What follows belongs to an exercise in optimizing a design on an open flow for small area, a short achievable clock period and few clock cycles per item; a production flow would make more cautious choices.
Where RTL was checked, it was by simulation tests only, not by an equivalence proof against the original.
Power is estimated from default activity; no workload was simulated.

## alpha
## atanh
module atanh (
  input                     clk,
  input                     rstn,
  input                     trig,
  input  signed       [8:0] tanha,
  output logic              vld,
  output logic signed [8:0] a2_latch
);
Size: about 360 cells after synthesis, roughly 10 flip-flops, roughly 2200 µm² of cells after synthesis.
make LEC_CHECK=0 ABC_AREA=1 CAP_MARGIN=20 CORE_MARGIN=2 CORE_UTILIZATION=40 PLACE_DENSITY=0.6 SETUP_SLACK_MARGIN=4.5 SLEW_MARGIN=20 finish   # period 7.5 ns
run.sh (not shown) runs the stock make flow with config.mk's settings and CLKGATE_MAP_FILE= SYNTH_SCRIPT=/design/flow/synth_recipe.tcl, a recipe that flattens the netlist after the stock synthesis.
Input changes introduced in beta (baseline for comparison: alpha):
- a change of SETUP_SLACK_MARGIN from 4.5 to 3
Notes after the runs:
- Both conditions hold for beta: the flow ran to the end and the final layout passed the timing, DRC and antenna checks.
- beta vs alpha on combinational cell fraction of total power: beta is the higher one.
- beta: met2 track demand over resource 2.2 points below alpha
- The first-iteration DRC count reported for beta is greater than that of alpha by 54%.
- beta vs. alpha: core utilization went up, routed wire length on met2 has increased.
- Relative to alpha, clock buffer count has gone down in beta.
- Side by side, fraction of final layout cells with drive strength greater than 1 turned out higher in beta than in alpha.
- Combinational power, alpha and beta: smaller value in alpha
- beta and alpha ended up with roughly the same delay contributed by the slowest stage of the critical path.
- From alpha to beta the numbers moved as follows: power down 0.0000059 W; sequential cell area share saw a decrease.
Inputs modified between beta and gamma:
- a deleted SETUP_SLACK_MARGIN that had been 3
### Flow results
- Diff beta -> gamma: worst setup skew after layout saw little to no change, total of plain and repair buffers excluding clock buffers saw a decrease.
- beta has lower layout clock buffer count than gamma.
- Largest net degree at the start of global routing was lower in the run labelled beta.
- Worst hold path depth: gamma vs beta, no meaningful difference
- Compared with beta, in gamma total power fell by about 24%; final area fell by 29%.
Function was not checked in any run of this note: the RTL went through the layout flow alone.


atanh, a different RTL version from the one above (not shown whole).
Size in the first run: roughly 380 cells after synthesis, about 10 flip-flops, about 22 I/O pins, about 2000 sq um of cells after synthesis.
Settings: LEC_CHECK=0, ABC_AREA=1, CAP_MARGIN=20, CORE_MARGIN=2, CORE_UTILIZATION=40, PLACE_DENSITY=0.6, SLEW_MARGIN=20; clock period 7.5 ns.
standard.sh (not shown) runs the stock make flow with config.mk's settings and CLKGATE_MAP_FILE= SYNTH_SCRIPT=/design/flow/synth_recipe.tcl, a recipe that flattens the netlist after the stock synthesis.
==> flow/flow/run.sh <==
#!/bin/bash
# Standard layout, with plain buffers (buf_2) on the ports and an area-oriented
# abc script in synthesis (flow/my_synth.tcl swaps only the abc script).
export MY_ABC_SCRIPT=$PWD/flow/abc.script
bash standard.sh SYNTH_SCRIPT=$PWD/flow/my_synth.tcl BUFFER_PORTS_ARGS="-buffer_cell sky130_fd_sc_hd__buf_2" finish > standard.log 2>&1
==> flow/flow/abc.script <==
strash
dch
map -B 0.9
topo
stime -c
upsize -c
dnsize -c
==> flow/flow/my_synth.tcl <==
proc synth {args} { yosys synth -nofsm -noshare {*}$args }
proc abc {args} {
  set i [lsearch $args -script]
  if { $i >= 0 && [info exists ::env(MY_ABC_SCRIPT)] } { lset args [expr {$i + 1}] $::env(MY_ABC_SCRIPT) }
  yosys abc {*}$args
}
source $::env(SCRIPTS_DIR)/synth.tcl
# left out here: clear keep_hierarchy, flatten, clean up, hide names made inside functions, write 1_2_yosys.v
The baseline finished clean.
Testbench counts at the start, summed over its fixed seeds: cycles 2,048, ops 2,048.
Next try:
SETUP_SLACK_MARGIN = 3.7   (was default)
Cell area climbs by 40%.
Worst setup slack is better by 0.25 ns.
Core utilization climbs by 19 points.
Next try:
==> flow/flow/run.sh (replaced) <==
#!/bin/bash
# Standard layout, with plain buffers (buf_2) on the ports.
bash standard.sh BUFFER_PORTS_ARGS="-buffer_cell sky130_fd_sc_hd__buf_2" finish > standard.log 2>&1
CORE_UTILIZATION = 70   (was 40)
PLACE_DENSITY = 0.85   (was 0.6)
SETUP_SLACK_MARGIN = default   (was 3.7)
removed: flow/flow/abc.script
removed: flow/flow/my_synth.tcl
- The new run completed with no timing, DRC or antenna violations
- combinational power went down by 31%
- clock skew is unchanged
- cell count went down by about 14%
- final area went down by about 27%
Next try:
CORE_UTILIZATION = 40   (was 70)
PLACE_DENSITY = 0.6   (was 0.85)
Result: Area after synthesis is unchanged. Clock skew is unchanged. Register-to-register slack barely changes. Worst setup slack improved by 0.017 ns. Utilization fell by 30 points. Non-clock buffer count stays the same. Global-route usage shrinks by 15 points. Total power went up by roughly a tenth. Cell count grows by a few percent.
Next try:
==> flow/flow/run.sh (replaced) <==
#!/bin/bash
# Standard layout, with plain buffers (buf_2) on the ports and an area-oriented
# abc script in synthesis (flow/my_synth.tcl swaps only the abc script).
export MY_ABC_SCRIPT=$PWD/flow/abc.script
bash standard.sh SYNTH_SCRIPT=$PWD/flow/my_synth.tcl BUFFER_PORTS_ARGS="-buffer_cell sky130_fd_sc_hd__buf_2" finish > standard.log 2>&1
==> flow/flow/abc.script (new file) <==
strash
dch
map -B 0.9
topo
stime -c
upsize -c
dnsize -c
==> flow/flow/my_synth.tcl (new file) <==
proc synth {args} { yosys synth -nofsm -noshare {*}$args }
proc abc {args} {
  set i [lsearch $args -script]
  if { $i >= 0 && [info exists ::env(MY_ABC_SCRIPT)] } { lset args [expr {$i + 1}] $::env(MY_ABC_SCRIPT) }
  yosys abc {*}$args
}
source $::env(SCRIPTS_DIR)/synth.tcl
# left out here: clear keep_hierarchy, flatten, clean up, hide names made inside functions, write 1_2_yosys.v
SETUP_SLACK_MARGIN = 3.3   (was default)
Power rises by 20%. Combinational power rises by about 38%. Hold slack is about the same. Fmax rises by 9.2%. Worst setup slack improves by 0.37 ns. Non-clock buffer count rises by 42. Count of clock-buffer cells in the layout falls by 1. Utilization rises by 20 points.


Another version of the RTL of atanh (not shown whole).
Size in the first run: ~22 I/O pins.
export LEC_CHECK = 0
export ABC_AREA = 1
export CAP_MARGIN = 20
export CORE_MARGIN = 2
export CORE_UTILIZATION = 40
export CTS_BUF_LIST = sky130_fd_sc_hd__clkbuf_2 sky130_fd_sc_hd__clkbuf_4
export PLACE_DENSITY = 0.6
export SLEW_MARGIN = 20
create_clock -name core_clock -period 7.5 [get_ports {clk}]
==> flow/flow/run.sh <==
#!/bin/bash
# The standard layout (standard.sh), with changes that only affect how the
# layout is made:
#  - synthesis uses flow/my_synth.tcl, which is synth_recipe.tcl with the abc
#    mapping script swapped for flow/abc.script (registers are mapped exactly
#    as in the standard synthesis);
#  - no full/half-adder extraction (ADDER_MAP_FILE empty), so the table logic
#    is mapped as plain gates;
#  - plain buf_2 cells as the port buffers, buf_1 on the outputs
#    (flow/ports.tcl, run before the resize step of placement).
export MY_ABC_SCRIPT=$PWD/flow/abc.script
bash standard.sh SYNTH_SCRIPT=$PWD/flow/my_synth.tcl ADDER_MAP_FILE= \
  BUFFER_PORTS_ARGS="-buffer_cell sky130_fd_sc_hd__buf_2" \
  PRE_RESIZE_TCL=$PWD/flow/ports.tcl finish > standard.log 2>&1
==> flow/flow/abc.script <==
strash
dch
map -B 0.9
strash
dch -f
map -B 0.9
topo
stime -c
upsize -c
dnsize -c
==> flow/flow/my_synth.tcl <==
proc synth {args} { yosys synth -nofsm -noshare {*}$args }
proc abc {args} {
  set i [lsearch $args -script]
  if { $i >= 0 && [info exists ::env(MY_ABC_SCRIPT)] } { lset args [expr {$i + 1}] $::env(MY_ABC_SCRIPT) }
  yosys abc {*}$args
}
source $::env(SCRIPTS_DIR)/synth.tcl
# left out here: clear keep_hierarchy, flatten, clean up, hide names made inside functions, write 1_2_yosys.v
==> flow/flow/ports.tcl <==
# Output ports drive only the fixed 10 fF load and have slack to spare, so
# their port buffers (inserted by buffer_ports as buf_2) are made buf_1.
foreach inst [get_cells output*] {
  replace_cell $inst sky130_fd_sc_hd__buf_1
}
Testbench counts at the start, summed over its fixed seeds: cycles 2,048, ops 2,048.
Change:
- CTS_BUF_LIST: sky130_fd_sc_hd__clkbuf_2 sky130_fd_sc_hd__clkbuf_4 -> sky130_fd_sc_hd__clkbuf_2
Worst setup slack gains 0.0075 ns.
Die area is unchanged.
Area after synthesis stays the same.
Total power fell by a few percent.
Wire length fell slightly.

-- port drivers added, routing unchanged --
Ports are ideal in the flow. The routed layouts listed here were re-timed in OpenROAD.
Step 1 sets driving cells, clkbuf_16 on the clock port and buf_2 on the other inputs (assumed; they add their load-dependent delay and slew).
Step 2 adds t to the input delays and takes it off the output delays; t is the mean of the earliest and latest rising clock arrival at the registers after step 1. Input paths then give back, and output paths get back, about the clock's delay inside the block.
a / b / c = ideal ports / drivers / drivers and shift; a / b = the first two.
| run | t, ns | setup WS [ns] | worst setup path at the end | worst data-port slew with drivers (ns) |
|---|---|---|---|---|
| alpha | 0.250 | 2.759 / 2.717 / 2.467 | input to register | 0.08 |
| beta | 0.249 | 2.756 / 2.714 / 2.464 | input to register | 0.06 |
| gamma | 0.254 | 1.218 / 1.217 / 0.963 | input to register | 0.04 |
| the first run of note 2 | 0.246 | 3.016 / 3.020 / 2.774 | input to register | 0.03 |
| the second run of note 2 | 0.247 | 3.271 / 3.253 / 3.005 | input to register | 0.06 |
| the third run of note 2 | 0.279 | 3.056 / 3.050 / 2.772 | input to register | 0.03 |
| the fourth run of note 2 | 0.247 | 3.073 / 3.079 / 2.832 | input to register | 0.03 |
| the fifth run of note 2 | 0.248 | 3.445 / 3.392 / 3.144 | input to register | 0.13 |
| the first run of note 3 | 0.294 | 3.444 / 3.443 / 3.149 | input to register | 0.03 |
| the second run of note 3 | 0.286 | 3.451 / 3.450 / 3.164 | input to register | 0.03 |
After both steps every run listed still meets setup and hold. For the fifth run of note 2, which loses most, drivers alone change the setup slack by -0.053 ns; drivers and shift together by -0.301 ns.
